Context: an optimization exercise on an open-source flow, tuned for small area. The choices shown serve that exercise and are no tape-out recipe.
Function was not checked in any run shown here: the RTL went through the layout flow alone.

`flow/design.v`:
```
module cordic_sin(
    input wire I_clk,
    input wire [13:0] I_phase,    
    input wire I_neg,             
    output reg [13:0] O_cos,      
    output reg [13:0] O_sin
    );
    wire S_hi = ~I_phase[13] & (I_phase > 14'd2272);
    wire S_lo =  I_phase[13] & (I_phase < 14'h3720);
    wire [12:0] S_r0 = S_hi ? 13'd2272 : (S_lo ? 13'h171f : I_phase[12:0]);
    wire [12:0] S_rn1;
    add_rca #(13) u_rn1 (.a(S_r0), .b(~S_r0[12] ? 13'd7168 : 13'd1024), .ci(1'b0), .s(S_rn1));
    reg [11:0] R_r1;
    always @(posedge I_clk) R_r1 <= S_rn1[11:0];
    reg R_n1_1;
    always @(posedge I_clk) R_n1_1 <= S_r0[12];
    wire [11:0] S_rn2;
    add_rca #(12) u_rn2 (.a(R_r1), .b(~R_r1[11] ? 12'd3491 : 12'd605), .ci(1'b0), .s(S_rn2));
    reg [10:0] R_r2;
    always @(posedge I_clk) R_r2 <= S_rn2[10:0];
    reg R_n1_2;
    always @(posedge I_clk) R_n1_2 <= R_n1_1;
    reg R_n2_2;
    always @(posedge I_clk) R_n2_2 <= R_r1[11];
    wire [10:0] S_rn3;
    add_rca #(11) u_rn3 (.a(R_r2), .b(~R_r2[10] ? 11'd1729 : 11'd319), .ci(1'b0), .s(S_rn3));
    reg [9:0] R_r3;
    always @(posedge I_clk) R_r3 <= S_rn3[9:0];
    reg R_n1_3;
    always @(posedge I_clk) R_n1_3 <= R_n1_2;
    reg R_n2_3;
    always @(posedge I_clk) R_n2_3 <= R_n2_2;
    reg R_n3_3;
    always @(posedge I_clk) R_n3_3 <= R_r2[10];
    wire [9:0] S_rn4;
    add_rca #(10) u_rn4 (.a(R_r3), .b(~R_r3[9] ? 10'd862 : 10'd162), .ci(1'b0), .s(S_rn4));
    reg [8:0] R_r4;
    always @(posedge I_clk) R_r4 <= S_rn4[8:0];
    reg R_n1_4;
    always @(posedge I_clk) R_n1_4 <= R_n1_3;
    reg R_n2_4;
    always @(posedge I_clk) R_n2_4 <= R_n2_3;
    reg R_n3_4;
    always @(posedge I_clk) R_n3_4 <= R_n3_3;
    reg R_n4_4;
    always @(posedge I_clk) R_n4_4 <= R_r3[9];
    wire [8:0] S_rn5;
    add_rca #(9) u_rn5 (.a(R_r4), .b(~R_r4[8] ? 9'd431 : 9'd81), .ci(1'b0), .s(S_rn5));
    reg [7:0] R_r5;
    always @(posedge I_clk) R_r5 <= S_rn5[7:0];
    reg R_n1_5;
    always @(posedge I_clk) R_n1_5 <= R_n1_4;
    reg R_n2_5;
    always @(posedge I_clk) R_n2_5 <= R_n2_4;
    reg R_n3_5;
    always @(posedge I_clk) R_n3_5 <= R_n3_4;
    reg R_n4_5;
    always @(posedge I_clk) R_n4_5 <= R_n4_4;
    reg R_n5_5;
    always @(posedge I_clk) R_n5_5 <= R_r4[8];
    wire [7:0] S_rn6;
    add_rca #(8) u_rn6 (.a(R_r5), .b(~R_r5[7] ? 8'd215 : 8'd41), .ci(1'b0), .s(S_rn6));
    reg [6:0] R_r6;
    always @(posedge I_clk) R_r6 <= S_rn6[6:0];
    reg R_n1_6;
    always @(posedge I_clk) R_n1_6 <= R_n1_5;
    reg R_n2_6;
    always @(posedge I_clk) R_n2_6 <= R_n2_5;
    reg R_n3_6;
    always @(posedge I_clk) R_n3_6 <= R_n3_5;
    reg R_n4_6;
    always @(posedge I_clk) R_n4_6 <= R_n4_5;
    reg R_n5_6;
    always @(posedge I_clk) R_n5_6 <= R_n5_5;
    reg R_n6_6;
    always @(posedge I_clk) R_n6_6 <= R_r5[7];
    wire [6:0] S_rn7;
    add_rca #(7) u_rn7 (.a(R_r6), .b(~R_r6[6] ? 7'd108 : 7'd20), .ci(1'b0), .s(S_rn7));
    reg [5:0] R_r7;
    always @(posedge I_clk) R_r7 <= S_rn7[5:0];
    reg R_n1_7;
    always @(posedge I_clk) R_n1_7 <= R_n1_6;
    reg R_n2_7;
    always @(posedge I_clk) R_n2_7 <= R_n2_6;
    reg R_n3_7;
    always @(posedge I_clk) R_n3_7 <= R_n3_6;
    reg R_n4_7;
    always @(posedge I_clk) R_n4_7 <= R_n4_6;
    reg R_n5_7;
    always @(posedge I_clk) R_n5_7 <= R_n5_6;
    reg R_n6_7;
    always @(posedge I_clk) R_n6_7 <= R_n6_6;
    reg R_n7_7;
    always @(posedge I_clk) R_n7_7 <= R_r6[6];
    wire [5:0] S_rn8;
    add_rca #(6) u_rn8 (.a(R_r7), .b(~R_r7[5] ? 6'd54 : 6'd10), .ci(1'b0), .s(S_rn8));
    reg [4:0] R_r8;
    always @(posedge I_clk) R_r8 <= S_rn8[4:0];
    reg R_n1_8;
    always @(posedge I_clk) R_n1_8 <= R_n1_7;
    reg R_n2_8;
    always @(posedge I_clk) R_n2_8 <= R_n2_7;
    reg R_n3_8;
    always @(posedge I_clk) R_n3_8 <= R_n3_7;
    reg R_n4_8;
    always @(posedge I_clk) R_n4_8 <= R_n4_7;
    reg R_n5_8;
    always @(posedge I_clk) R_n5_8 <= R_n5_7;
    reg R_n6_8;
    always @(posedge I_clk) R_n6_8 <= R_n6_7;
    reg R_n7_8;
    always @(posedge I_clk) R_n7_8 <= R_n7_7;
    reg R_n8_8;
    always @(posedge I_clk) R_n8_8 <= R_r7[5];
    wire [4:0] S_rn9;
    add_rca #(5) u_rn9 (.a(R_r8), .b(~R_r8[4] ? 5'd27 : 5'd5), .ci(1'b0), .s(S_rn9));
    reg [3:0] R_r9;
    always @(posedge I_clk) R_r9 <= S_rn9[3:0];
    reg R_n1_9;
    always @(posedge I_clk) R_n1_9 <= R_n1_8;
    reg R_n2_9;
    always @(posedge I_clk) R_n2_9 <= R_n2_8;
    reg R_n3_9;
    always @(posedge I_clk) R_n3_9 <= R_n3_8;
    reg R_n4_9;
    always @(posedge I_clk) R_n4_9 <= R_n4_8;
    reg R_n5_9;
    always @(posedge I_clk) R_n5_9 <= R_n5_8;
    reg R_n6_9;
    always @(posedge I_clk) R_n6_9 <= R_n6_8;
    reg R_n7_9;
    always @(posedge I_clk) R_n7_9 <= R_n7_8;
    reg R_n8_9;
    always @(posedge I_clk) R_n8_9 <= R_n8_8;
    reg R_n9_9;
    always @(posedge I_clk) R_n9_9 <= R_r8[4];
    wire [3:0] S_rn10;
    add_rca #(4) u_rn10 (.a(R_r9), .b(~R_r9[3] ? 4'd13 : 4'd3), .ci(1'b0), .s(S_rn10));
    reg [2:0] R_r10;
    always @(posedge I_clk) R_r10 <= S_rn10[2:0];
    reg R_n1_10;
    always @(posedge I_clk) R_n1_10 <= R_n1_9;
    reg R_n2_10;
    always @(posedge I_clk) R_n2_10 <= R_n2_9;
    reg R_n3_10;
    always @(posedge I_clk) R_n3_10 <= R_n3_9;
    reg R_n4_10;
    always @(posedge I_clk) R_n4_10 <= R_n4_9;
    reg R_n5_10;
    always @(posedge I_clk) R_n5_10 <= R_n5_9;
    reg R_n6_10;
    always @(posedge I_clk) R_n6_10 <= R_n6_9;
    reg R_n7_10;
    always @(posedge I_clk) R_n7_10 <= R_n7_9;
    reg R_n8_10;
    always @(posedge I_clk) R_n8_10 <= R_n8_9;
    reg R_n9_10;
    always @(posedge I_clk) R_n9_10 <= R_n9_9;
    reg R_n10_10;
    always @(posedge I_clk) R_n10_10 <= R_r9[3];
    wire [2:0] S_rn11;
    add_rca #(3) u_rn11 (.a(R_r10), .b(~R_r10[2] ? 3'd7 : 3'd1), .ci(1'b0), .s(S_rn11));
    reg [1:0] R_r11;
    always @(posedge I_clk) R_r11 <= S_rn11[1:0];
    reg R_n1_11;
    always @(posedge I_clk) R_n1_11 <= R_n1_10;
    reg R_n2_11;
    always @(posedge I_clk) R_n2_11 <= R_n2_10;
    reg R_n3_11;
    always @(posedge I_clk) R_n3_11 <= R_n3_10;
    reg R_n4_11;
    always @(posedge I_clk) R_n4_11 <= R_n4_10;
    reg R_n5_11;
    always @(posedge I_clk) R_n5_11 <= R_n5_10;
    reg R_n6_11;
    always @(posedge I_clk) R_n6_11 <= R_n6_10;
    reg R_n7_11;
    always @(posedge I_clk) R_n7_11 <= R_n7_10;
    reg R_n8_11;
    always @(posedge I_clk) R_n8_11 <= R_n8_10;
    reg R_n9_11;
    always @(posedge I_clk) R_n9_11 <= R_n9_10;
    reg R_n10_11;
    always @(posedge I_clk) R_n10_11 <= R_n10_10;
    reg R_n11_11;
    always @(posedge I_clk) R_n11_11 <= R_r10[2];
    wire [1:0] S_rn12;
    add_rca #(2) u_rn12 (.a(R_r11), .b(~R_r11[1] ? 2'd3 : 2'd1), .ci(1'b0), .s(S_rn12));
    reg [0:0] R_r12;
    always @(posedge I_clk) R_r12 <= S_rn12[0:0];
    reg [13:0] S_lx, S_ly;
    always @(*) begin
        case ({(~R_n1_11),(~R_n2_11),(~R_n3_11),(~R_n4_11),(~R_n5_11),(~R_n6_11),(~R_n7_11)})
            7'd0: begin S_lx = 14'd15231; S_ly = 14'd9106; end
            7'd1: begin S_lx = 14'd15459; S_ly = 14'd9072; end
            7'd2: begin S_lx = 14'd15688; S_ly = 14'd9047; end
            7'd3: begin S_lx = 14'd15918; S_ly = 14'd9027; end
            7'd4: begin S_lx = 14'd16145; S_ly = 14'd9018; end
            7'd5: begin S_lx = 14'd16377; S_ly = 14'd9014; end
            7'd6: begin S_lx = 14'd223; S_ly = 14'd9017; end
            7'd7: begin S_lx = 14'd455; S_ly = 14'd9027; end
            7'd8: begin S_lx = 14'd675; S_ly = 14'd9045; end
            7'd9: begin S_lx = 14'd905; S_ly = 14'd9069; end
            7'd10: begin S_lx = 14'd1132; S_ly = 14'd9100; end
            7'd11: begin S_lx = 14'd1360; S_ly = 14'd9138; end
            7'd12: begin S_lx = 14'd1584; S_ly = 14'd9184; end
            7'd13: begin S_lx = 14'd1810; S_ly = 14'd9236; end
            7'd14: begin S_lx = 14'd2032; S_ly = 14'd9297; end
            7'd15: begin S_lx = 14'd2254; S_ly = 14'd9363; end
            7'd16: begin S_lx = 14'd2408; S_ly = 14'd9419; end
            7'd17: begin S_lx = 14'd2626; S_ly = 14'd9497; end
            7'd18: begin S_lx = 14'd2839; S_ly = 14'd9582; end
            7'd19: begin S_lx = 14'd3051; S_ly = 14'd9674; end
            7'd20: begin S_lx = 14'd3258; S_ly = 14'd9772; end
            7'd21: begin S_lx = 14'd3464; S_ly = 14'd9876; end
            7'd22: begin S_lx = 14'd3665; S_ly = 14'd9988; end
            7'd23: begin S_lx = 14'd3865; S_ly = 14'd10104; end
            7'd24: begin S_lx = 14'd4049; S_ly = 14'd10226; end
            7'd25: begin S_lx = 14'd4241; S_ly = 14'd10354; end
            7'd26: begin S_lx = 14'd4428; S_ly = 14'd10490; end
            7'd27: begin S_lx = 14'd4610; S_ly = 14'd10630; end
            7'd28: begin S_lx = 14'd4787; S_ly = 14'd10776; end
            7'd29: begin S_lx = 14'd4961; S_ly = 14'd10928; end
            7'd30: begin S_lx = 14'd5128; S_ly = 14'd11085; end
            7'd31: begin S_lx = 14'd5292; S_ly = 14'd11247; end
            7'd32: begin S_lx = 14'd5133; S_ly = 14'd11095; end
            7'd33: begin S_lx = 14'd5297; S_ly = 14'd11257; end
            7'd34: begin S_lx = 14'd5454; S_ly = 14'd11424; end
            7'd35: begin S_lx = 14'd5608; S_ly = 14'd11596; end
            7'd36: begin S_lx = 14'd5752; S_ly = 14'd11775; end
            7'd37: begin S_lx = 14'd5894; S_ly = 14'd11955; end
            7'd38: begin S_lx = 14'd6030; S_ly = 14'd12142; end
            7'd39: begin S_lx = 14'd6160; S_ly = 14'd12332; end
            7'd40: begin S_lx = 14'd6278; S_ly = 14'd12520; end
            7'd41: begin S_lx = 14'd6396; S_ly = 14'd12718; end
            7'd42: begin S_lx = 14'd6508; S_ly = 14'd12919; end
            7'd43: begin S_lx = 14'd6614; S_ly = 14'd13123; end
            7'd44: begin S_lx = 14'd6710; S_ly = 14'd13332; end
            7'd45: begin S_lx = 14'd6804; S_ly = 14'd13542; end
            7'd46: begin S_lx = 14'd6889; S_ly = 14'd13755; end
            7'd47: begin S_lx = 14'd6969; S_ly = 14'd13971; end
            7'd48: begin S_lx = 14'd7020; S_ly = 14'd14133; end
            7'd49: begin S_lx = 14'd7088; S_ly = 14'd14353; end
            7'd50: begin S_lx = 14'd7147; S_ly = 14'd14575; end
            7'd51: begin S_lx = 14'd7201; S_ly = 14'd14799; end
            7'd52: begin S_lx = 14'd7246; S_ly = 14'd15024; end
            7'd53: begin S_lx = 14'd7286; S_ly = 14'd15250; end
            7'd54: begin S_lx = 14'd7317; S_ly = 14'd15479; end
            7'd55: begin S_lx = 14'd7343; S_ly = 14'd15707; end
            7'd56: begin S_lx = 14'd7357; S_ly = 14'd15929; end
            7'd57: begin S_lx = 14'd7369; S_ly = 14'd16159; end
            7'd58: begin S_lx = 14'd7372; S_ly = 14'd5; end
            7'd59: begin S_lx = 14'd7370; S_ly = 14'd235; end
            7'd60: begin S_lx = 14'd7359; S_ly = 14'd466; end
            7'd61: begin S_lx = 14'd7341; S_ly = 14'd694; end
            7'd62: begin S_lx = 14'd7316; S_ly = 14'd922; end
            7'd63: begin S_lx = 14'd7284; S_ly = 14'd1150; end
            7'd64: begin S_lx = 14'd7279; S_ly = 14'd15235; end
            7'd65: begin S_lx = 14'd7313; S_ly = 14'd15463; end
            7'd66: begin S_lx = 14'd7338; S_ly = 14'd15691; end
            7'd67: begin S_lx = 14'd7358; S_ly = 14'd15919; end
            7'd68: begin S_lx = 14'd7367; S_ly = 14'd16150; end
            7'd69: begin S_lx = 14'd7371; S_ly = 14'd16380; end
            7'd70: begin S_lx = 14'd7368; S_ly = 14'd226; end
            7'd71: begin S_lx = 14'd7358; S_ly = 14'd456; end
            7'd72: begin S_lx = 14'd7338; S_ly = 14'd679; end
            7'd73: begin S_lx = 14'd7314; S_ly = 14'd907; end
            7'd74: begin S_lx = 14'd7283; S_ly = 14'd1134; end
            7'd75: begin S_lx = 14'd7245; S_ly = 14'd1360; end
            7'd76: begin S_lx = 14'd7199; S_ly = 14'd1586; end
            7'd77: begin S_lx = 14'd7147; S_ly = 14'd1810; end
            7'd78: begin S_lx = 14'd7086; S_ly = 14'd2032; end
            7'd79: begin S_lx = 14'd7020; S_ly = 14'd2252; end
            7'd80: begin S_lx = 14'd6965; S_ly = 14'd2412; end
            7'd81: begin S_lx = 14'd6887; S_ly = 14'd2628; end
            7'd82: begin S_lx = 14'd6802; S_ly = 14'd2841; end
            7'd83: begin S_lx = 14'd6710; S_ly = 14'd3051; end
            7'd84: begin S_lx = 14'd6612; S_ly = 14'd3260; end
            7'd85: begin S_lx = 14'd6508; S_ly = 14'd3464; end
            7'd86: begin S_lx = 14'd6396; S_ly = 14'd3665; end
            7'd87: begin S_lx = 14'd6280; S_ly = 14'd3863; end
            7'd88: begin S_lx = 14'd6158; S_ly = 14'd4051; end
            7'd89: begin S_lx = 14'd6030; S_ly = 14'd4241; end
            7'd90: begin S_lx = 14'd5894; S_ly = 14'd4427; end
            7'd91: begin S_lx = 14'd5754; S_ly = 14'd4609; end
            7'd92: begin S_lx = 14'd5608; S_ly = 14'd4787; end
            7'd93: begin S_lx = 14'd5456; S_ly = 14'd4959; end
            7'd94: begin S_lx = 14'd5299; S_ly = 14'd5126; end
            7'd95: begin S_lx = 14'd5137; S_ly = 14'd5288; end
            7'd96: begin S_lx = 14'd5288; S_ly = 14'd5137; end
            7'd97: begin S_lx = 14'd5126; S_ly = 14'd5299; end
            7'd98: begin S_lx = 14'd4959; S_ly = 14'd5456; end
            7'd99: begin S_lx = 14'd4787; S_ly = 14'd5608; end
            7'd100: begin S_lx = 14'd4609; S_ly = 14'd5754; end
            7'd101: begin S_lx = 14'd4427; S_ly = 14'd5894; end
            7'd102: begin S_lx = 14'd4241; S_ly = 14'd6030; end
            7'd103: begin S_lx = 14'd4051; S_ly = 14'd6158; end
            7'd104: begin S_lx = 14'd3863; S_ly = 14'd6280; end
            7'd105: begin S_lx = 14'd3665; S_ly = 14'd6396; end
            7'd106: begin S_lx = 14'd3464; S_ly = 14'd6508; end
            7'd107: begin S_lx = 14'd3260; S_ly = 14'd6612; end
            7'd108: begin S_lx = 14'd3051; S_ly = 14'd6710; end
            7'd109: begin S_lx = 14'd2841; S_ly = 14'd6802; end
            7'd110: begin S_lx = 14'd2628; S_ly = 14'd6887; end
            7'd111: begin S_lx = 14'd2412; S_ly = 14'd6965; end
            7'd112: begin S_lx = 14'd2252; S_ly = 14'd7020; end
            7'd113: begin S_lx = 14'd2032; S_ly = 14'd7086; end
            7'd114: begin S_lx = 14'd1810; S_ly = 14'd7147; end
            7'd115: begin S_lx = 14'd1586; S_ly = 14'd7199; end
            7'd116: begin S_lx = 14'd1360; S_ly = 14'd7245; end
            7'd117: begin S_lx = 14'd1134; S_ly = 14'd7283; end
            7'd118: begin S_lx = 14'd907; S_ly = 14'd7314; end
            7'd119: begin S_lx = 14'd679; S_ly = 14'd7338; end
            7'd120: begin S_lx = 14'd456; S_ly = 14'd7358; end
            7'd121: begin S_lx = 14'd226; S_ly = 14'd7368; end
            7'd122: begin S_lx = 14'd16380; S_ly = 14'd7371; end
            7'd123: begin S_lx = 14'd16150; S_ly = 14'd7367; end
            7'd124: begin S_lx = 14'd15919; S_ly = 14'd7358; end
            7'd125: begin S_lx = 14'd15691; S_ly = 14'd7338; end
            7'd126: begin S_lx = 14'd15463; S_ly = 14'd7313; end
            7'd127: begin S_lx = 14'd15235; S_ly = 14'd7279; end
            default: begin S_lx = 14'd0; S_ly = 14'd0; end
        endcase
    end
    wire [13:0] S_x8;
    add_sk u_S_x8 (.a(S_lx), .b(({{7{S_ly[13]}},S_ly[13:7]}) ^ {14{(~R_n8_11)}}), .ci((~R_n8_11)), .s(S_x8));
    wire [13:0] S_y8;
    add_sk u_S_y8 (.a(S_ly), .b(({{7{S_lx[13]}},S_lx[13:7]}) ^ {14{~(~R_n8_11)}}), .ci(~(~R_n8_11)), .s(S_y8));
    wire [13:0] S_x9;
    add_sk u_S_x9 (.a(S_x8), .b(({{8{S_y8[13]}},S_y8[13:8]}) ^ {14{(~R_n9_11)}}), .ci((~R_n9_11)), .s(S_x9));
    wire [13:0] S_y9;
    add_sk u_S_y9 (.a(S_y8), .b(({{8{S_x8[13]}},S_x8[13:8]}) ^ {14{~(~R_n9_11)}}), .ci(~(~R_n9_11)), .s(S_y9));
    reg [13:0] R_x12, R_y12;
    always @(posedge I_clk) begin R_x12 <= S_x9; R_y12 <= S_y9; end
    reg R_n10_12;
    always @(posedge I_clk) R_n10_12 <= R_n10_11;
    reg R_n11_12;
    always @(posedge I_clk) R_n11_12 <= R_n11_11;
    reg R_n12_12;
    always @(posedge I_clk) R_n12_12 <= R_r11[1];
    wire [13:0] S_x10;
    add_sk u_S_x10 (.a(R_x12), .b(({{9{R_y12[13]}},R_y12[13:9]}) ^ {14{(~R_n10_12)}}), .ci((~R_n10_12)), .s(S_x10));
    wire [13:0] S_y10;
    add_sk u_S_y10 (.a(R_y12), .b(({{9{R_x12[13]}},R_x12[13:9]}) ^ {14{~(~R_n10_12)}}), .ci(~(~R_n10_12)), .s(S_y10));
    wire [13:0] S_x11;
    add_sk u_S_x11 (.a(S_x10), .b(({{10{S_y10[13]}},S_y10[13:10]}) ^ {14{(~R_n11_12)}}), .ci((~R_n11_12)), .s(S_x11));
    wire [13:0] S_y11;
    add_sk u_S_y11 (.a(S_y10), .b(({{10{S_x10[13]}},S_x10[13:10]}) ^ {14{~(~R_n11_12)}}), .ci(~(~R_n11_12)), .s(S_y11));
    reg [13:0] R_x13, R_y13;
    always @(posedge I_clk) begin R_x13 <= S_x11; R_y13 <= S_y11; end
    reg R_n12_13;
    always @(posedge I_clk) R_n12_13 <= R_n12_12;
    reg R_n13_13;
    always @(posedge I_clk) R_n13_13 <= R_r12[0];
    wire [13:0] S_x12;
    add_sk u_S_x12 (.a(R_x13), .b(({{11{R_y13[13]}},R_y13[13:11]}) ^ {14{(~R_n12_13)}}), .ci((~R_n12_13)), .s(S_x12));
    wire [13:0] S_y12;
    add_sk u_S_y12 (.a(R_y13), .b(({{11{R_x13[13]}},R_x13[13:11]}) ^ {14{~(~R_n12_13)}}), .ci(~(~R_n12_13)), .s(S_y12));
    wire [2:0] S_v = {S_y12[13], S_y12[13:12]} ^ {3{(~R_n13_13)}};
    wire [2:0] S_w = I_neg ? 3'd0 - S_v : S_v;
    wire [13:0] S_xo;
    add_sk u_S_xo (.a(S_x12 ^ {14{I_neg}}), .b({{11{S_w[2]}},S_w}), .ci(I_neg ^ (~R_n13_13)), .s(S_xo));
    wire [13:0] S_y13;
    add_sk u_S_y13 (.a(S_y12), .b(({{12{S_x12[13]}},S_x12[13:12]}) ^ {14{~(~R_n13_13)}}), .ci(~(~R_n13_13)), .s(S_y13));
    always @(posedge I_clk) begin
        O_sin <= S_y13;
        O_cos <= S_xo;
    end
endmodule
module add_bk #(parameter W = 14) (input wire [W-1:0] a, input wire [W-1:0] b, input wire ci, output wire [W-1:0] s);
    wire [W-1:0] p = a ^ b; wire [W-1:0] g = a & b;
    wire G_0 = g[0] | (p[0] & ci);
    wire gg1 = g[1] | (p[1] & G_0);
    wire pp1 = p[1] & p[0];
    wire gg2 = g[3] | (p[3] & g[2]);
    wire pp2 = p[3] & p[2];
    wire gg3 = g[5] | (p[5] & g[4]);
    wire pp3 = p[5] & p[4];
    wire gg4 = g[7] | (p[7] & g[6]);
    wire pp4 = p[7] & p[6];
    wire gg5 = g[9] | (p[9] & g[8]);
    wire pp5 = p[9] & p[8];
    wire gg6 = g[11] | (p[11] & g[10]);
    wire pp6 = p[11] & p[10];
    wire gg7 = g[13] | (p[13] & g[12]);
    wire pp7 = p[13] & p[12];
    wire gg8 = gg2 | (pp2 & gg1);
    wire pp8 = pp2 & pp1;
    wire gg9 = gg4 | (pp4 & gg3);
    wire pp9 = pp4 & pp3;
    wire gg10 = gg6 | (pp6 & gg5);
    wire pp10 = pp6 & pp5;
    wire gg11 = gg9 | (pp9 & gg8);
    wire pp11 = pp9 & pp8;
    wire gg12 = gg10 | (pp10 & gg11);
    wire pp12 = pp10 & pp11;
    wire gg13 = gg3 | (pp3 & gg8);
    wire pp13 = pp3 & pp8;
    wire gg14 = gg5 | (pp5 & gg11);
    wire pp14 = pp5 & pp11;
    wire gg15 = gg7 | (pp7 & gg12);
    wire pp15 = pp7 & pp12;
    wire gg16 = g[2] | (p[2] & gg1);
    wire pp16 = p[2] & pp1;
    wire gg17 = g[4] | (p[4] & gg8);
    wire pp17 = p[4] & pp8;
    wire gg18 = g[6] | (p[6] & gg13);
    wire pp18 = p[6] & pp13;
    wire gg19 = g[8] | (p[8] & gg11);
    wire pp19 = p[8] & pp11;
    wire gg20 = g[10] | (p[10] & gg14);
    wire pp20 = p[10] & pp14;
    wire gg21 = g[12] | (p[12] & gg12);
    wire pp21 = p[12] & pp12;
    assign s[0] = p[0] ^ ci;
    assign s[1] = p[1] ^ G_0;
    assign s[2] = p[2] ^ gg1;
    assign s[3] = p[3] ^ gg16;
    assign s[4] = p[4] ^ gg8;
    assign s[5] = p[5] ^ gg17;
    assign s[6] = p[6] ^ gg13;
    assign s[7] = p[7] ^ gg18;
    assign s[8] = p[8] ^ gg11;
    assign s[9] = p[9] ^ gg19;
    assign s[10] = p[10] ^ gg14;
    assign s[11] = p[11] ^ gg20;
    assign s[12] = p[12] ^ gg12;
    assign s[13] = p[13] ^ gg21;
endmodule
module add_rca #(parameter W = 14) (input wire [W-1:0] a, input wire [W-1:0] b, input wire ci, output wire [W-1:0] s);
    wire [W:0] c; assign c[0] = ci; genvar i;
    generate for (i = 0; i < W; i = i + 1) begin : g
        assign s[i] = a[i] ^ b[i] ^ c[i]; assign c[i+1] = (a[i] & b[i]) | (a[i] & c[i]) | (b[i] & c[i]);
    end endgenerate endmodule
module add_sk #(parameter W = 14) (input wire [W-1:0] a, input wire [W-1:0] b, input wire ci, output wire [W-1:0] s);
    wire [W-1:0] p = a ^ b; wire [W-1:0] g = a & b;
    wire G_0 = g[0] | (p[0] & ci);
    wire gg1 = g[1] | (p[1] & G_0);
    wire pp1 = p[1] & p[0];
    wire gg2 = g[3] | (p[3] & g[2]);
    wire pp2 = p[3] & p[2];
    wire gg3 = g[5] | (p[5] & g[4]);
    wire pp3 = p[5] & p[4];
    wire gg4 = g[7] | (p[7] & g[6]);
    wire pp4 = p[7] & p[6];
    wire gg5 = g[9] | (p[9] & g[8]);
    wire pp5 = p[9] & p[8];
    wire gg6 = g[11] | (p[11] & g[10]);
    wire pp6 = p[11] & p[10];
    wire gg7 = g[13] | (p[13] & g[12]);
    wire pp7 = p[13] & p[12];
    wire gg8 = g[2] | (p[2] & gg1);
    wire pp8 = p[2] & pp1;
    wire gg9 = gg2 | (pp2 & gg1);
    wire pp9 = pp2 & pp1;
    wire gg10 = g[6] | (p[6] & gg3);
    wire pp10 = p[6] & pp3;
    wire gg11 = gg4 | (pp4 & gg3);
    wire pp11 = pp4 & pp3;
    wire gg12 = g[10] | (p[10] & gg5);
    wire pp12 = p[10] & pp5;
    wire gg13 = gg6 | (pp6 & gg5);
    wire pp13 = pp6 & pp5;
    wire gg14 = g[4] | (p[4] & gg9);
    wire pp14 = p[4] & pp9;
    wire gg15 = gg3 | (pp3 & gg9);
    wire pp15 = pp3 & pp9;
    wire gg16 = gg10 | (pp10 & gg9);
    wire pp16 = pp10 & pp9;
    wire gg17 = gg11 | (pp11 & gg9);
    wire pp17 = pp11 & pp9;
    wire gg18 = g[12] | (p[12] & gg13);
    wire pp18 = p[12] & pp13;
    wire gg19 = gg7 | (pp7 & gg13);
    wire pp19 = pp7 & pp13;
    wire gg20 = g[8] | (p[8] & gg17);
    wire pp20 = p[8] & pp17;
    wire gg21 = gg5 | (pp5 & gg17);
    wire pp21 = pp5 & pp17;
    wire gg22 = gg12 | (pp12 & gg17);
    wire pp22 = pp12 & pp17;
    wire gg23 = gg13 | (pp13 & gg17);
    wire pp23 = pp13 & pp17;
    wire gg24 = gg18 | (pp18 & gg17);
    wire pp24 = pp18 & pp17;
    wire gg25 = gg19 | (pp19 & gg17);
    wire pp25 = pp19 & pp17;
    assign s[0] = p[0] ^ ci;
    assign s[1] = p[1] ^ G_0;
    assign s[2] = p[2] ^ gg1;
    assign s[3] = p[3] ^ gg8;
    assign s[4] = p[4] ^ gg9;
    assign s[5] = p[5] ^ gg14;
    assign s[6] = p[6] ^ gg15;
    assign s[7] = p[7] ^ gg16;
    assign s[8] = p[8] ^ gg17;
    assign s[9] = p[9] ^ gg20;
    assign s[10] = p[10] ^ gg21;
    assign s[11] = p[11] ^ gg22;
    assign s[12] = p[12] ^ gg23;
    assign s[13] = p[13] ^ gg24;
endmodule
module cordic_native(
    input wire I_rst_n,                 
    input wire I_clk,
    input wire [13:0] I_init_phase,
    input wire I_change_phase,
    input wire [13:0] I_inc_phase,
    output wire [13:0] O_cos,
    output wire [13:0] O_sin
    );
    reg [13:0] R_current_phase;
    reg R_phase_dir;                    
    wire [13:0] S_step;
    add_bk u_step (.a(R_current_phase), .b(I_inc_phase ^ {14{R_phase_dir}}), .ci(R_phase_dir), .s(S_step));
    wire S_reach_top = ~R_current_phase[13] & (|S_step[13:11]);       
    wire S_reach_bottom = R_current_phase[13] & ~(&S_step[13:11]);     
    wire S_turn = R_phase_dir ? S_reach_bottom : S_reach_top;
    always @(posedge I_clk) begin
        if (I_rst_n == 1'b0) R_phase_dir <= 1'b0;
        else R_phase_dir <= R_phase_dir ^ S_turn;
    end
    always @(posedge I_clk) begin
        if (I_rst_n == 1'b0 || I_change_phase) R_current_phase <= I_init_phase;
        else if (~R_phase_dir & S_reach_top) R_current_phase <= 14'd4094 - S_step;
        else R_current_phase <= S_step;    
    end
    reg [13:0] R_dir_delay;
    always @(posedge I_clk) R_dir_delay <= {R_dir_delay[13-1:0], R_phase_dir};
    cordic_sin cordic_sin_inst(.I_clk(I_clk), .I_phase(R_current_phase), .I_neg(R_dir_delay[13]),
                               .O_cos(O_cos), .O_sin(O_sin));
endmodule
```
`flow/flow/run.sh`:
```
#!/bin/bash
# Layout flow: the standard flow (standard.sh), with the port buffers
# made from buf_1 instead of the delay-cell buffers buffer_ports picks.
set -e
export BUFFER_PORTS_ARGS="-buffer_cell sky130_fd_sc_hd__buf_1"
bash standard.sh > standard.log 2>&1
```
`flow/standard.sh`:
```
#!/bin/bash
# synth_recipe.tcl (not shown) runs the flow's synth.tcl, then flattens the netlist and writes it again
# the make line also repeats each setting of config.mk as NAME=value (left out here)
make -C /OpenROAD-flow-scripts/flow DESIGN_CONFIG=/design/flow/config.mk WORK_HOME=/design/flow/orfs CLKGATE_MAP_FILE= SYNTH_SCRIPT=/design/flow/synth_recipe.tcl "${@:-finish}"
```
`flow/config.mk`:
```
export PLATFORM = sky130hd
export DESIGN_NAME = cordic_native
export DESIGN_NICKNAME = cordic_native
export VERILOG_FILES = /design/flow/design.v
export SDC_FILE = /design/flow/constraint.sdc
export NUM_CORES = 4
export LEC_CHECK = 0
export ABC_AREA = 1
export CAP_MARGIN = 20
export CORE_MARGIN = 2
export CORE_UTILIZATION = 50
export CTS_BUF_LIST = sky130_fd_sc_hd__clkbuf_16
export CTS_CLUSTER_DIAMETER = 100
export CTS_CLUSTER_SIZE = 30
export SETUP_SLACK_MARGIN = 0.15
export SLEW_MARGIN = 20
```
`flow/constraint.sdc`:
```
create_clock -name core_clock -period 5.0 [get_ports {I_clk}]
set_input_delay 1.0000 -clock core_clock [delete_from_list [all_inputs] [get_ports {I_clk}]]
set_output_delay 1.0000 -clock core_clock [all_outputs]
set_load 0.01 [all_outputs]
```
==> summary.md, run 1 <==
| Metric | Value |
|---|---|
| Status | failed layout checks |
| Layout Check Fails | setup timing |
| Syn_area_per_cell | about 8 µm² |
| Largest net degree at the start of global routing | 42 |
| Synthesis-to-layout area growth | 31.4% |
| Startpoint Class | register |
| CTS tree | built |
| Yosys cell types | between 60 and 70 |
| CP max stage delay | 510 ps |
| Synth Flop Type | dfxtp_1 |
| Chip width | 192 µm |
| Synth top area share | between 20 and 30% |
| CTS clk-pin slew, worst paths | 110 ps |
| Async SR Flop Fraction | 0% |
| Fin crit share | 105% |
| Yosys warns | 2 |
| Syn Inst Count | 2,196 |
| Post-layout min period | 5270 ps |
| Drt drc | 0 |
| CTS Sinks | 262 |
| Largest cells by area after synthesis | dfxtp_1 (30%), fa_1 (11%), ha_1 (10%), nand2_1 (9.0%), inv_1 (7.2%) |
| I/O pins | roughly 60 |
| Vias per cell | ~5.4 |
| Count of state elements after synthesis | 262 |
| Setup TNS | -2050 ps |
| Routed len/inst | 20.1 µm |
| CTS Buf Count | 13 |
| Finished Core Util | 66.9% |
| Core ar. | 34,600 µm² |
| Crit. End Element | register |
| Num rows | between 60 and 70 |
| GRT Residual Overflow | 0 |
| HPWL after detailed placement | ~50,000 µm |
| Hold slack final | approximately 330 ps |
| Top Family by Delay on Critical Path | adder cells |
| Top post-synthesis cells by count | nand2_1 (421), inv_1 (338), dfxtp_1 (262), ha_1 (146), xor2_1 (127) |
| Critical path class | register to register |
| Req. time, crit path | 5420 ps |
| RD Place Congestion | 1.02 |
| Post-route antenna net violation count | 0 |
| DR vias | 16,735 |
| CTS Hold Bufs | 0 |
| R2r setup slk | -270 ps |
| Final Cell Area | 23,200 µm² |
| Drt initial violations | roughly 1,300 |
| Final Setup Violations | 13 |
| Initial cell density of the core | 50.9% |
| Slew Viols, Final | 0 |
| DP Area | 21,300 µm² |
| Seq/Total Area, Yosys | 29.8% |
| Share of layout cells above drive strength 1 | 27.1% |
| Die height | 192 µm |
| Final layout net count | between 2,000 and 3,000 |
| Bufs and invs on worst path | 6 |
| H-tree depth | 1 |
| Fmax | 0.190 GHz |
| Clk root buf | clkbuf_16 |
| Least-Margin Pin Slew | 722 ps |
| Synth area leader | dfxtp_1 |
| Clock Tree Buf Depth | 3 |
| Largest fanout on the critical path | 5 |
| Post-synth EDFFs | 0 |
| Crit path max-delay cell type | fa_2 |
| Clk_skew | ~18 ps |
| Final Hold Fails | 0 |
| GRT Overall Usage | 33.8% |
| Worst endpoint data arrival time | ~5700 ps |
| Drt pass-1 iters | 6 |
| Clk Latency, worst-skew pair | 510 ps |
| Most common cell in the netlist | nand2_1 |
| Fin worst setup slack | -274 ps |
| PortBufs | 58 |
| Vias in the first global route | around 17,000 |
| Synth Cell Area | roughly 18,000 µm² |
| Final WL | ~63,000 µm |
| Initial antenna violation count | 2 |
| First-pass GRT wire length | 94,200 µm |
| Hold Path Class | register to register |
| Max Cap Viol | 0 |
| RSZ-0062 raised after global routing | yes |
| Relative max-transition margin | 51.9% |
| Die area | 36,800 µm² |
| Synthesized net count | 2,470 |
final timing paths:
| check | startpoint | to | depth (start not counted) |
|---|---|---|---|
| max | cordic_sin_inst.R_n7_11 | cordic_sin_inst.R_x12[8] | 32 |
| min | cordic_sin_inst.R_r6[1] | cordic_sin_inst.R_r7[1] | 0 |
| max reg2reg | cordic_sin_inst.R_n7_11 | cordic_sin_inst.R_x12[8] | 32 |
| min reg2reg | cordic_sin_inst.R_r6[1] | cordic_sin_inst.R_r7[1] | 0 |
routing by layer:
| metal | part of all wire [%] | wire, µm | up-vias | GRT usage (%) |
|---|---|---|---|---|
| li1 | - | - | 8001 | - |
| met2 | 48 | 30400 | 584 | 60.0 |
| met3 | 5.9 | 3730 | 174 | 5.01 |
| met5 | 0.014 | 9 | - | 0 |
| met1 | 40 | 25300 | 7974 | 40.1 |
| met4 | 5.3 | 3360 | 2 | 15.8 |
state kept, by name, summed over array words and instances (netlist names), 7 cells and up:
signal / cells
cordic_sin_inst.R_y13: 14
cordic_sin_inst.O_sin: 14
R_current_phase: 14
cordic_sin_inst.R_r2: 11
R_dir_delay: 14
cordic_sin_inst.O_cos: 14
cordic_sin_inst.R_r6: 7
cordic_sin_inst.R_x12: 14
cordic_sin_inst.R_r3: 10
cordic_sin_inst.R_x13: 14
cordic_sin_inst.R_y12: 14
cordic_sin_inst.R_r5: 8
cordic_sin_inst.R_r4: 9
cordic_sin_inst.R_r1: 12
placed cells by master, fill, tap and decap left out, types with 21 or more instances in the layout:
cell type	instances
nand2_1	381
buf_4	428
xnor2_1	67
o21ai_0	83
nor2_1	100
buf_1	58
fa_1	81
nand3_1	88
inv_2	21
xor2_1	118
o21ai_1	24
a21oi_1	98
dfxtp_1	253
inv_1	320
nand2_2	42
ha_1	131
cells by family after synthesis:
family	synth area share, %
AO/OA/AOI/OAI	12.2
AND/OR/NAND/NOR	17.5
flip-flops	29.8
multiplexers	0.241
adder cells (fa/ha/maj)	21.4
XOR/XNOR	9.99
buffers and inverters	8.93
repair_timing:
action,CTS,global route
pin swaps,41,54
endpoints found under the hold margin,0,0
gates resized for setup,138,122
gates cloned,0,0
setup buffers,37,23
setup endpoints to repair,45,55
area by class of cell:
cell class              instances  area (µm²)
well taps                     455         569
fillers                      2774       11500
diodes                          1        2.50
multi-input cells            1527       11800
clock buffers                  13         325
inverters                     351        1340
repair buffers                510        3790
flip-flops and latches        262        5270
clock inverters                 7         123
metrics by stage:
stage          std cells  setup slack (ps)
3_5_place_dp        3045              -468
2_1_floorplan       2196               116
6_report            3126              -274
5_1_grt             3125              -509
4_1_cts             3102              -233
3_3_place_gp        3045              -380
worst register-to-register path, delay by kind of cell, from the launching register on:
kind                       cells  cell delay, ps
AOI/OAI and AO/OA              7             890
adders and majority gates      5            1930
and+or+nand+nor               14            1500
buffers and inverters          6             460
DFF                            1             400
==> inputs of run 2 (changes only) <==
--- a/flow/design.v
+++ b/flow/design.v
@@ -323,12 +323,8 @@
         endcase
     end
-    wire [13:0] S_x8;
-    add_sk u_S_x8 (.a(S_lx), .b(({{7{S_ly[13]}},S_ly[13:7]}) ^ {14{(~R_n8_11)}}), .ci((~R_n8_11)), .s(S_x8));
-    wire [13:0] S_y8;
-    add_sk u_S_y8 (.a(S_ly), .b(({{7{S_lx[13]}},S_lx[13:7]}) ^ {14{~(~R_n8_11)}}), .ci(~(~R_n8_11)), .s(S_y8));
-    wire [13:0] S_x9;
-    add_sk u_S_x9 (.a(S_x8), .b(({{8{S_y8[13]}},S_y8[13:8]}) ^ {14{(~R_n9_11)}}), .ci((~R_n9_11)), .s(S_x9));
-    wire [13:0] S_y9;
-    add_sk u_S_y9 (.a(S_y8), .b(({{8{S_x8[13]}},S_x8[13:8]}) ^ {14{~(~R_n9_11)}}), .ci(~(~R_n9_11)), .s(S_y9));
+    wire [13:0] S_x8 = S_lx + (({{7{S_ly[13]}},S_ly[13:7]}) ^ {14{(~R_n8_11)}}) + {13'd0, (~R_n8_11)};
+    wire [13:0] S_y8 = S_ly + (({{7{S_lx[13]}},S_lx[13:7]}) ^ {14{~(~R_n8_11)}}) + {13'd0, ~(~R_n8_11)};
+    wire [13:0] S_x9 = S_x8 + (({{8{S_y8[13]}},S_y8[13:8]}) ^ {14{(~R_n9_11)}}) + {13'd0, (~R_n9_11)};
+    wire [13:0] S_y9 = S_y8 + (({{8{S_x8[13]}},S_x8[13:8]}) ^ {14{~(~R_n9_11)}}) + {13'd0, ~(~R_n9_11)};
     reg [13:0] R_x12, R_y12;
     always @(posedge I_clk) begin R_x12 <= S_x9; R_y12 <= S_y9; end
--- a/flow/config.mk
+++ b/flow/config.mk
@@ -9,5 +9,5 @@
 export CAP_MARGIN = 20
 export CORE_MARGIN = 2
-export CORE_UTILIZATION = 50
+export CORE_UTILIZATION = 60
 export CTS_BUF_LIST = sky130_fd_sc_hd__clkbuf_16
 export CTS_CLUSTER_DIAMETER = 100
==> run 2 against run 1 <==
The run now fails in 5_1_grt. Synthesized cell count increased by 4.9%. Synthesized area increased by 2.3%.
==> summary.md, run 2 <==
| Metric | Value |
|---|---|
| Status | aborted with a tool error (was failed layout checks) |
| Failed at | 5_1_grt |
| Tool Error | [ERROR GRT-0232] Routing congestion too high. Check the congestion heatmap in the GUI. |
| DP Area | 21,700 µm² (was 21,300 µm²) |
| Die height | 177 µm (was 192 µm) |
| Syn Inst Count | 2,303 (was 2,196) |
| Yosys warns | 2 (unchanged) |
| CTS Hold Bufs | 0 (unchanged) |
| Synth top area share | 29.1% (was 29.8%) |
| Synth Cell Area | 18,000 µm² (was 17,600 µm²) |
| Initial cell density of the core | 60.8% (was 50.9%) |
| Chip width | 177 µm (was 192 µm) |
| Worst endpoint pin kind | register input |
| Syn_area_per_cell | 7.83 µm² (was 8.03 µm²) |
| Post-Place Cells | 3,103 (was 3,045) |
| Largest net degree at the start of global routing | 31 |
| CTS Buf Count | 13 (unchanged) |
| Async SR Flop Fraction | 0% (unchanged) |
| Largest cells by area after synthesis | dfxtp_1 (29%), ha_1 (11%), nand2_1 (10%), fa_1 (9.4%), inv_1 (6.8%) (was dfxtp_1 (30%), fa_1 (11%), ha_1 (10%), nand2_1 (9.0%), inv_1 (7.2%)) |
| Post-synth EDFFs | 0 (unchanged) |
| GRT Overall Usage | ~77% |
| H-tree depth | 1 (unchanged) |
| PortBufs | 58 (unchanged) |
| Synthesized net count | 2,581 (was 2,470) |
| Worst slack, placed | -485 ps (was -468 ps) |
| Clock Tree Buf Depth | 3 (unchanged) |
| GRT Residual Overflow | 88 |
| CTS Sinks | 262 (unchanged) |
| Synth area leader | dfxtp_1 (unchanged) |
| HPWL after detailed placement | 53,600 µm (was 50,200 µm) |
| Yosys cell types | 58 (was 62) |
| Most common cell in the netlist | nand2_1 (unchanged) |
| Worst_ep grt | cordic_sin_inst.R_x12[12]$_DFF_P_/D |
| Count of state elements after synthesis | 262 (unchanged) |
| Seq/Total Area, Yosys | 29.1% (was 29.8%) |
| Top post-synthesis cells by count | nand2_1 (478), inv_1 (328), dfxtp_1 (262), ha_1 (162), a21oi_1 (137) (was nand2_1 (421), inv_1 (338), dfxtp_1 (262), ha_1 (146), xor2_1 (127)) |
| RD Place Congestion | 1.04 (was 1.02) |
| Synth Flop Type | dfxtp_1 (unchanged) |
| Num rows | 63 (was 68) |
| I/O pins | 59 (unchanged) |
| Clk root buf | clkbuf_16 (unchanged) |
-- run 2: changes by cell type after synthesis, moves of 8 or more --
cell	delta
nand2_1	+57
nand3_1	+25
a21oi_1	+23
o21ai_0	+19
ha_1	+16
nor2_1	+13
fa_1	-12
inv_1	-10
o21ai_1	-9
buf_2	-8
-- run 2: what timing repair did --
item	4_1_cts
buffers inserted	25
gates resized for setup	199
endpoints found under the setup margin	48
pin swaps	77
cloned	1
-- run 2: how the worst max path moves through the flow --
stage,from,end,cells past startpoint
after global placement,cordic_sin_inst.R_n7_11,cordic_sin_inst.R_y12[10],26
after detailed placement,cordic_sin_inst.R_n6_11,cordic_sin_inst.R_x12[12],32
after CTS,cordic_sin_inst.R_n6_11,cordic_sin_inst.R_x12[12],35
after floorplan,cordic_sin_inst.R_n6_11,cordic_sin_inst.R_x12[12],36
-- run 2: through the flow --
step	hold WS, ps
after CTS	332
after floorplan	310
after global placement	310
after detailed placement	312
-- run 2: cell families after synthesis --
| group | after synthesis | share of synthesized area [%] |
|---|---|---|
| AOI/OAI and AO/OA | 389 | 12.6 |
| xor gates and xnor gates | 208 | 10.5 |
| DFF | 262 | 29.1 |
| adders and majority gates | 247 | 20.7 |
| buffers and inverters | 393 | 8.45 |
| muxes | 3 | 0.180 |
| and+or+nand+nor | 801 | 18.5 |
-- run 2: metal layers --
metal | GRT overflow | track usage (%)
met5 | 1 | 50.8
met2 | 52 | 91.6
met4 | 28 | 68.9
met1 | 1 | 76.4
met3 | 6 | 67.6
==> inputs of run 3 (changes only) <==
--- a/flow/config.mk
+++ b/flow/config.mk
@@ -9,5 +9,5 @@
 export CAP_MARGIN = 20
 export CORE_MARGIN = 2
-export CORE_UTILIZATION = 60
+export CORE_UTILIZATION = 50
 export CTS_BUF_LIST = sky130_fd_sc_hd__clkbuf_16
 export CTS_CLUSTER_DIAMETER = 100
==> run 3 against run 2 <==
Now fails the layout checks on setup timing. Synthesized cell count stayed put. Synthesized area stayed put.
==> summary.md, run 3 <==
| Metric | Value |
|---|---|
| Core ar. | 35,600 µm² |
| CTS Hold Bufs | 0 (unchanged) |
| Syn Inst Count | 2,303 (unchanged) |
| Slew Viols, Final | 0 |
| Crit path max-delay cell type | dfxtp_4 |
| Final Setup Violations | 6 |
| Initial antenna violation count | 1 |
| Layout Check Fails | setup timing |
| Most frequent CP cell | nand2_1 |
| Drt initial violations | 1,512 |
| CTS tree | built |
| Async SR Flop Fraction | 0% (unchanged) |
| Initial cell density of the core | 50.7% (was 60.8%) |
| HPWL after detailed placement | 50,500 µm (was 53,600 µm) |
| Hold slack final | 325 ps |
| GRT Residual Overflow | 0 |
| Fin worst setup slack | -349 ps |
| Synth Cell Area | 18,000 µm² (unchanged) |
| Die height | 194 µm (was 177 µm) |
| Startpoint Class | register |
| DR vias | ~18,000 |
| Synthesis-to-layout area growth | 36.2% |
| R2r worst-path depth | 33 |
| RD Place Congestion | 1.08 (was 1.04) |
| Seq/Total Area, Yosys | 29.1% (unchanged) |
| Synth area leader | dfxtp_1 (unchanged) |
| Hold path depth | 0 |
| First-pass GRT wire length | 97,200 µm |
| Drt pass-1 iters | 6 |
| Post-layout min period | 5350 ps |
| Chip width | 194 µm (was 177 µm) |
| Clk_skew | ~53 ps |
| Largest fanout on the critical path | 4 |
| Max Cap Viol | 0 |
| Least-Margin Pin Slew | 728 ps |
| Synth top area share | 29.1% (unchanged) |
| Largest cells by area after synthesis | dfxtp_1 (29%), ha_1 (11%), nand2_1 (10%), fa_1 (9.4%), inv_1 (6.8%) (unchanged) |
| Fin crit share | 107% |
| Syn_area_per_cell | 7.83 µm² (unchanged) |
| R2r setup slk | -350 ps |
| CTS Buf Count | 14 (was 13) |
| Vias in the first global route | 17,698 |
| Synth Flop Type | dfxtp_1 (unchanged) |
| I/O pins | 59 (unchanged) |
| Num rows | 69 (was 63) |
| Final layout net count | 3,083 |
| # fillers | 2,823 |
| Most common cell after layout, fill and taps aside | buf_4 |
| Top post-synthesis cells by count | nand2_1 (478), inv_1 (328), dfxtp_1 (262), ha_1 (162), a21oi_1 (137) (unchanged) |
| Post-Place Cells | 3,182 (was 3,103) |
| Count of state elements after synthesis | 262 (unchanged) |
| RSZ-0062 raised after global routing | yes |
| Die area | 37,600 µm² |
| Vias per cell | around 5.5 |
| Share of layout cells above drive strength 1 | 30.4% |
| Post-route antenna net violation count | 0 |
| Largest net degree at the start of global routing | 31 |
| CTS Sinks | 262 (unchanged) |
| Reg-to-reg startpoint | cordic_sin_inst.R_n6_11 |
| Clk root buf | clkbuf_16 (unchanged) |
| Worst endpoint data arrival time | between 5000 and 6000 ps |
| Yosys cell types | 58 (unchanged) |
| CP max stage delay | around 380 ps |
| Most common cell in the netlist | nand2_1 (unchanged) |
| Final WL | 66,400 µm |
| CTS clk-pin slew, worst paths | 110 ps |
| Fin cells | 3,272 |
| Final Hold Fails | 0 |
| Min-Delay Startpoint | cordic_sin_inst.R_n6_10 |
| H-tree depth | 1 (unchanged) |
| Clock Tree Buf Depth | 3 (unchanged) |
| Status | failed layout checks (was aborted with a tool error) |
| Post-synth EDFFs | 0 (unchanged) |
| Relative max-transition margin | 51.4% |
| Setup TNS | -839 ps |
| Reg2reg end | cordic_sin_inst.R_y12[12] |
| Most frequent cells in the layout | buf_4 (443), nand2_1 (409), inv_1 (309), dfxtp_1 (253), ha_1 (134) |
| Crit. End Element | register |
| Drt drc | 0 |
| Yosys warns | 2 (unchanged) |
| Synthesized net count | 2,581 (unchanged) |
| Fmax | 0.187 GHz |
| GRT Overall Usage | 33.2% |
| Req. time, crit path | 5460 ps |
| Critical path class | register to register |
| Routed len/inst | 20.3 µm |
| Clk Latency, worst-skew pair | 550 ps |
| PortBufs | 58 (unchanged) |
| Hold Path Class | register to register |
| WHS Endpoint | cordic_sin_inst.R_n6_11 |
-- run 3: cell counts after synthesis --
No cell type changed its count.
-- run 3: final cells by class --
cell class / count / area [µm²] / share of cell area, %
antenna: 1 / 2.50 / 0.0102
clock buffer: 15 / 375 / 1.53
clock inverter: 6 / 110 / 0.448
inverter: 341 / 1300 / 5.29
multi-input combinational: 1648 / 12900 / 52.4
sequential: 262 / 5270 / 21.4
tap: 461 / 577 / 2.35
timing repair buffer: 538 / 4060 / 16.5
-- run 3: routing by layer --
metal,GRT usage (%),share of wire (%),vias to the layer above
met5,0,0,-
met4,18.5,7.2,0
met3,4.59,6.4,274
met2,58.1,49,791
met1,39.1,38,8486
li1,-,-,8430
-- run 3: how the worst max path moves through the flow --
stage,startpoint,endpoint,slack (ps),depth (start not counted)
after floorplan,cordic_sin_inst.R_n6_11,cordic_sin_inst.R_x12[12],100,36
after global placement,cordic_sin_inst.R_n6_11,cordic_sin_inst.R_x12[12],-660,37
after detailed placement,cordic_sin_inst.R_n7_11,cordic_sin_inst.R_x12[12],-630,33
after CTS,cordic_sin_inst.R_n6_11,cordic_sin_inst.R_x12[12],-30,35
after global routing,cordic_sin_inst.R_n6_11,cordic_sin_inst.R_y12[12],-480,33
final,cordic_sin_inst.R_n6_11,cordic_sin_inst.R_y12[12],-350,33
-- run 3: what timing repair did --
action / 4_1_cts / 5_1_grt
gates resized for setup: 167 / 261
pin swaps: 52 / 113
endpoints found under the setup margin: 42 / 46
setup buffers: 26 / 42
-- run 3: logic make-up after synthesis --
logic type | Yosys count | synth area share [%]
simple gates | 801 | 18.5
buf+inv | 393 | 8.45
compound gates | 389 | 12.6
flops | 262 | 29.1
fa+ha+maj | 247 | 20.7
xor+xnor | 208 | 10.5
mux | 3 | 0.180
-- run 3: worst max-delay path, delay by kind of cell (launching register included) --
| kind | cells | cell delay [ps] |
|---|---|---|
| AOI/OAI and AO/OA | 8 | 1340 |
| xor gates and xnor gates | 1 | 150 |
| adders and majority gates | 3 | 840 |
| buffers and inverters | 8 | 920 |
| DFF | 1 | 380 |
| and+or+nand+nor | 13 | 1640 |
-- run 3: stage by stage --
step / setup slack (ps) / cell area, µm² / util (%)
finish: -349 / 24600 / 69.0
global route: -484 / 24600 / 69.0
CTS: -32.5 / 23200 / 65.1
detailed placement: -630 / 21800 / 61.4
global placement: -661 / 21800 / 61.4
floorplan: 104 / 18100 / -
==> inputs of run 4 (changes only) <==
--- a/flow/design.v
+++ b/flow/design.v
@@ -163,33 +163,7 @@
     reg [1:0] R_r11;
     always @(posedge I_clk) R_r11 <= S_rn11[1:0];
-    reg R_n1_11;
-    always @(posedge I_clk) R_n1_11 <= R_n1_10;
-    reg R_n2_11;
-    always @(posedge I_clk) R_n2_11 <= R_n2_10;
-    reg R_n3_11;
-    always @(posedge I_clk) R_n3_11 <= R_n3_10;
-    reg R_n4_11;
-    always @(posedge I_clk) R_n4_11 <= R_n4_10;
-    reg R_n5_11;
-    always @(posedge I_clk) R_n5_11 <= R_n5_10;
-    reg R_n6_11;
-    always @(posedge I_clk) R_n6_11 <= R_n6_10;
-    reg R_n7_11;
-    always @(posedge I_clk) R_n7_11 <= R_n7_10;
-    reg R_n8_11;
-    always @(posedge I_clk) R_n8_11 <= R_n8_10;
-    reg R_n9_11;
-    always @(posedge I_clk) R_n9_11 <= R_n9_10;
-    reg R_n10_11;
-    always @(posedge I_clk) R_n10_11 <= R_n10_10;
-    reg R_n11_11;
-    always @(posedge I_clk) R_n11_11 <= R_r10[2];
-    wire [1:0] S_rn12;
-    add_rca #(2) u_rn12 (.a(R_r11), .b(~R_r11[1] ? 2'd3 : 2'd1), .ci(1'b0), .s(S_rn12));
-    reg [0:0] R_r12;
-    always @(posedge I_clk) R_r12 <= S_rn12[0:0];
     reg [13:0] S_lx, S_ly;
     always @(*) begin
-        case ({(~R_n1_11),(~R_n2_11),(~R_n3_11),(~R_n4_11),(~R_n5_11),(~R_n6_11),(~R_n7_11)})
+        case ({(~R_n1_10),(~R_n2_10),(~R_n3_10),(~R_n4_10),(~R_n5_10),(~R_n6_10),(~R_n7_10)})
             7'd0: begin S_lx = 14'd15231; S_ly = 14'd9106; end
             7'd1: begin S_lx = 14'd15459; S_ly = 14'd9072; end
@@ -323,8 +297,26 @@
         endcase
     end
-    wire [13:0] S_x8 = S_lx + (({{7{S_ly[13]}},S_ly[13:7]}) ^ {14{(~R_n8_11)}}) + {13'd0, (~R_n8_11)};
-    wire [13:0] S_y8 = S_ly + (({{7{S_lx[13]}},S_lx[13:7]}) ^ {14{~(~R_n8_11)}}) + {13'd0, ~(~R_n8_11)};
-    wire [13:0] S_x9 = S_x8 + (({{8{S_y8[13]}},S_y8[13:8]}) ^ {14{(~R_n9_11)}}) + {13'd0, (~R_n9_11)};
-    wire [13:0] S_y9 = S_y8 + (({{8{S_x8[13]}},S_x8[13:8]}) ^ {14{~(~R_n9_11)}}) + {13'd0, ~(~R_n9_11)};
+    reg [13:0] R_x11, R_y11;
+    always @(posedge I_clk) begin R_x11 <= S_lx; R_y11 <= S_ly; end
+    reg R_n8_11;
+    always @(posedge I_clk) R_n8_11 <= R_n8_10;
+    reg R_n9_11;
+    always @(posedge I_clk) R_n9_11 <= R_n9_10;
+    reg R_n10_11;
+    always @(posedge I_clk) R_n10_11 <= R_n10_10;
+    reg R_n11_11;
+    always @(posedge I_clk) R_n11_11 <= R_r10[2];
+    wire [1:0] S_rn12;
+    add_rca #(2) u_rn12 (.a(R_r11), .b(~R_r11[1] ? 2'd3 : 2'd1), .ci(1'b0), .s(S_rn12));
+    reg [0:0] R_r12;
+    always @(posedge I_clk) R_r12 <= S_rn12[0:0];
+    wire [13:0] S_x8;
+    add_sk u_S_x8 (.a(R_x11), .b(({{7{R_y11[13]}},R_y11[13:7]}) ^ {14{(~R_n8_11)}}), .ci((~R_n8_11)), .s(S_x8));
+    wire [13:0] S_y8;
+    add_sk u_S_y8 (.a(R_y11), .b(({{7{R_x11[13]}},R_x11[13:7]}) ^ {14{~(~R_n8_11)}}), .ci(~(~R_n8_11)), .s(S_y8));
+    wire [13:0] S_x9;
+    add_sk u_S_x9 (.a(S_x8), .b(({{8{S_y8[13]}},S_y8[13:8]}) ^ {14{(~R_n9_11)}}), .ci((~R_n9_11)), .s(S_x9));
+    wire [13:0] S_y9;
+    add_sk u_S_y9 (.a(S_y8), .b(({{8{S_x8[13]}},S_x8[13:8]}) ^ {14{~(~R_n9_11)}}), .ci(~(~R_n9_11)), .s(S_y9));
     reg [13:0] R_x12, R_y12;
     always @(posedge I_clk) begin R_x12 <= S_x9; R_y12 <= S_y9; end
--- a/flow/config.mk
+++ b/flow/config.mk
@@ -9,8 +9,7 @@
 export CAP_MARGIN = 20
 export CORE_MARGIN = 2
-export CORE_UTILIZATION = 50
+export CORE_UTILIZATION = 60
 export CTS_BUF_LIST = sky130_fd_sc_hd__clkbuf_16
 export CTS_CLUSTER_DIAMETER = 100
 export CTS_CLUSTER_SIZE = 30
-export SETUP_SLACK_MARGIN = 0.15
 export SLEW_MARGIN = 20
==> run 4 against run 3 <==
Design area shrank 22%. Non-clock buffer count shrank 458. Clock skew shrank 41 ps. Final cell count shrank 18%. Highest routed layer is now met5. Now clean on timing, DRC and antenna. Hold slack gained 8.1 ps.
==> summary.md, run 4 <==
| Metric | Value |
|---|---|
| Req. time, crit path | 5420 ps (was 5460 ps) |
| Clk Latency, worst-skew pair | 510 ps (was 550 ps) |
| Max Cap Viol | 0 (unchanged) |
| Worst endpoint data arrival time | 5070 ps (was 5810 ps) |
| Synth top area share | 31.2% (was 29.1%) |
| Fmax | 0.215 GHz (was 0.187 GHz) |
| Syn_area_per_cell | 8.09 µm² (was 7.83 µm²) |
| GRT Overall Usage | 31.2% (was 33.2%) |
| Drt pass-1 iters | 6 (unchanged) |
| CTS Hold Bufs | 0 (unchanged) |
| Seq/Total Area, Yosys | 31.2% (was 29.1%) |
| Routed len/inst | 18.1 µm (was 20.3 µm) |
| Die area | 31,700 µm² (was 37,600 µm²) |
| Clk root buf | clkbuf_16 (unchanged) |
| Drt drc | 0 (unchanged) |
| Min-Delay Startpoint | cordic_sin_inst.R_n2_9 (was cordic_sin_inst.R_n6_10) |
| Most frequent cells in the layout | nand2_1 (418), inv_1 (343), dfxtp_1 (280), ha_1 (159), nand3_1 (133) (was buf_4 (443), nand2_1 (409), inv_1 (309), dfxtp_1 (253), ha_1 (134)) |
| CTS Buf Count | 14 (unchanged) |
| Synthesis-to-layout area growth | 6.01% (was 36.2%) |
| Crit. End Element | register (unchanged) |
| Post-Place Cells | 2,659 (was 3,182) |
| R2r setup slk | 350 ps (was -350 ps) |
| Die height | 178 µm (was 194 µm) |
| Most common cell in the netlist | nand2_1 (unchanged) |
| Synthesized net count | 2,533 (was 2,581) |
| Final layout net count | 2,572 (was 3,083) |
| Fin cells | 2,681 (was 3,272) |
| Worst Setup SP | cordic_sin_inst.R_n8_11 (was cordic_sin_inst.R_n6_11) |
| CTS Sinks | 283 (was 262) |
| Clk_skew | 12.4 ps (was 53.3 ps) |
| Final WL | 48,700 µm (was 66,400 µm) |
| Critical path class | register to register (unchanged) |
| Largest fanout on the critical path | 14 (was 4) |
| R2r worst-path depth | 18 (was 33) |
| Drt initial violations | 1,287 (was 1,512) |
| Slew Viols, Final | 0 (unchanged) |
| Yosys warns | 2 (unchanged) |
| Post-layout min period | 4650 ps (was 5350 ps) |
| RD Place Congestion | 1.01 (was 1.08) |
| Chip width | 178 µm (was 194 µm) |
| Initial cell density of the core | 61.1% (was 50.7%) |
| Reg2reg end | cordic_sin_inst.R_x12[8] (was cordic_sin_inst.R_y12[12]) |
| Worst slack, placed | 65.0 ps (was -630 ps) |
| Least-Margin Pin Slew | 878 ps (was 728 ps) |
| Post-synth EDFFs | 0 (unchanged) |
| Syn Inst Count | 2,246 (was 2,303) |
| Count of state elements after synthesis | 283 (was 262) |
| Relative max-transition margin | 41.1% (was 51.4%) |
| Async SR Flop Fraction | 0% (unchanged) |
| RSZ-0062 raised after global routing | no (was yes) |
| Reg-to-reg startpoint | cordic_sin_inst.R_n8_11 (was cordic_sin_inst.R_n6_11) |
| Clock Tree Buf Depth | 3 (unchanged) |
| Share of layout cells above drive strength 1 | 3.58% (was 30.4%) |
| Final Hold Fails | 0 (unchanged) |
| Fin crit share | 93.1% (was 107%) |
| Fin worst setup slack | 347 ps (was -349 ps) |
| Top post-synthesis cells by count | nand2_1 (418), inv_1 (345), dfxtp_1 (283), ha_1 (159), nand3_1 (133) (was nand2_1 (478), inv_1 (328), dfxtp_1 (262), ha_1 (162), a21oi_1 (137)) |
| Antenna Cells | 0 (was 1) |
| Synth Cell Area | 18,200 µm² (was 18,000 µm²) |
| Hold Path Class | register to register (unchanged) |
| DR vias | 15,129 (was 17,981) |
| GRT Residual Overflow | 0 (unchanged) |
| Num rows | 63 (was 69) |
| Vias in the first global route | 14,860 (was 17,698) |
| Synth area leader | dfxtp_1 (unchanged) |
| Synth Flop Type | dfxtp_1 (unchanged) |
| I/O pins | 59 (unchanged) |
| Largest net degree at the start of global routing | 42 (was 31) |
| Yosys cell types | 58 (unchanged) |
| Hold path depth | 0 (unchanged) |
| First-pass GRT wire length | 77,500 µm (was 97,200 µm) |
| Largest cells by area after synthesis | dfxtp_1 (31%), ha_1 (11%), fa_1 (11%), nand2_1 (8.6%), inv_1 (7.1%) (was dfxtp_1 (29%), ha_1 (11%), nand2_1 (10%), fa_1 (9.4%), inv_1 (6.8%)) |
| CTS tree | built (unchanged) |
| WHS Endpoint | cordic_sin_inst.R_n2_10 (was cordic_sin_inst.R_n6_11) |
| Core ar. | 29,700 µm² (was 35,600 µm²) |
| Final Setup Violations | 0 (was 6) |
| Vias per cell | 5.64 (was 5.50) |
| PortBufs | 58 (unchanged) |
| Setup TNS | 0 ps (was -839 ps) |
| Initial antenna violation count | 1 (unchanged) |
| Status | timing/DRC/antenna clean (was failed layout checks) |
| HPWL after detailed placement | 38,000 µm (was 50,500 µm) |
| Post-route antenna net violation count | 0 (unchanged) |
| Startpoint Class | register (unchanged) |
| Most common cell after layout, fill and taps aside | nand2_1 (was buf_4) |
| CTS clk-pin slew, worst paths | 110 ps (about the same) |
| H-tree depth | 1 (unchanged) |
run 4: cell count changes after synthesis, moves of 12 or more:
cell | before | now
buf_2 | 11 | 23
dfxtp_1 | 262 | 283
fa_1 | 85 | 97
inv_1 | 328 | 345
nand2_1 | 478 | 418
nand3_1 | 119 | 133
nor2_1 | 136 | 117
o211ai_1 | 9 | 22
o21ai_0 | 132 | 108
o21ai_1 | 0 | 12
xor2_1 | 127 | 110
run 4: logic make-up (layout without fill, tap and decap cells):
logic type	count (synthesis)	count (layout)	synth area share, %
flops	283	283	31.2
xor+xnor	186	186	9.04
compound gates	371	371	12.1
fa+ha+maj	256	256	21.6
buf+inv	409	454	8.77
simple gates	735	735	17.0
mux	6	6	0.351
run 4: metrics by stage:
| step | hold slack (ps) | cell area [µm²] | utilization (%) |
|---|---|---|---|
| after floorplan | 310 | 18200 | - |
| after global placement | 310 | 18800 | 63.2 |
| after detailed placement | 312 | 18800 | 63.2 |
| after CTS | 334 | 19200 | 64.7 |
| after global routing | 341 | 19300 | 64.8 |
| final | 334 | 19300 | 64.8 |
run 4: final cells by class:
class / instances / area [µm²]
clock buffer: 15 / 375
clock inverter: 7 / 82.6
fill: 2591 / 10500
inverter: 352 / 1320
multi-input combinational: 1554 / 10900
sequential: 283 / 5670
tap: 390 / 488
timing repair buffer: 80 / 383
run 4: worst max path at each step:
stage	end	slack, ps
2_1_floorplan	cordic_sin_inst.O_cos[9]	170
3_3_place_gp	cordic_sin_inst.O_cos[8]	230
3_5_place_dp	cordic_sin_inst.O_cos[9]	60
4_1_cts	cordic_sin_inst.O_cos[9]	20
5_1_grt	cordic_sin_inst.R_x12[9]	3
6_report	cordic_sin_inst.R_x12[8]	350
run 4: routing by layer:
layer | vias to the layer above | track usage, % | share of wire, %
li1 | 7330 | - | -
met1 | 7064 | 39.1 | 41
met2 | 589 | 53.8 | 48
met3 | 144 | 4.73 | 6.8
met4 | 2 | 12.2 | 4.3
met5 | - | 0 | 0.027
run 4: worst max-delay path, cell delays in order (launching register included):
cell,delay [ps]
dfxtp_1,780
xor2_1,190
fa_1,510
nand2_1,80
nand2_1,50
nand2_1,140
o211ai_2,180
fa_1,610
inv_1,100
or2_2,320
o21ai_0,110
fa_1,250
nand3_1,70
nand2_1,170
nand4_1,110
o211ai_1,190
inv_1,140
fa_1,500
inv_1,50
run 4: timing repair:
| action | CTS | global route |
|---|---|---|
| buffers inserted | 0 | 0 |
| setup endpoints to repair | 0 | 6 |
| resized for setup | 0 | 6 |

## static timing again, ports no longer ideal
How much do the figures lean on ideal ports? The routed layouts below were timed once more, with nothing changed but the port constraints. Step 1 sets driving cells, clkbuf_16 on the clock port and buf_2 on the other inputs (assumed; they add their load-dependent delay and slew). Step 2 adds t to the input delays and takes it off the output delays; t is the mean of the earliest and latest rising clock arrival at the registers after step 1. Input paths then give back, and output paths get back, about the clock's delay inside the block. Slacks: ideal ports / drivers / drivers and shift; pairs: ideal ports / drivers.
| run | t, ns | setup WS [ns] | hold slack, ns | worst slew at a driven data input, ns |
|---|---|---|---|---|
| run 1 | 0.555 | -0.274 / -0.274 / -0.274 | 0.329 / 0.329 / 0.329 | 0.05 |
| run 3 | 0.569 | -0.349 / -0.349 / -0.349 | 0.325 / 0.325 / 0.325 | 0.03 |
| run 4 | 0.558 | 0.347 / 0.347 / 0.347 | 0.334 / 0.334 / 0.334 | 0.04 |
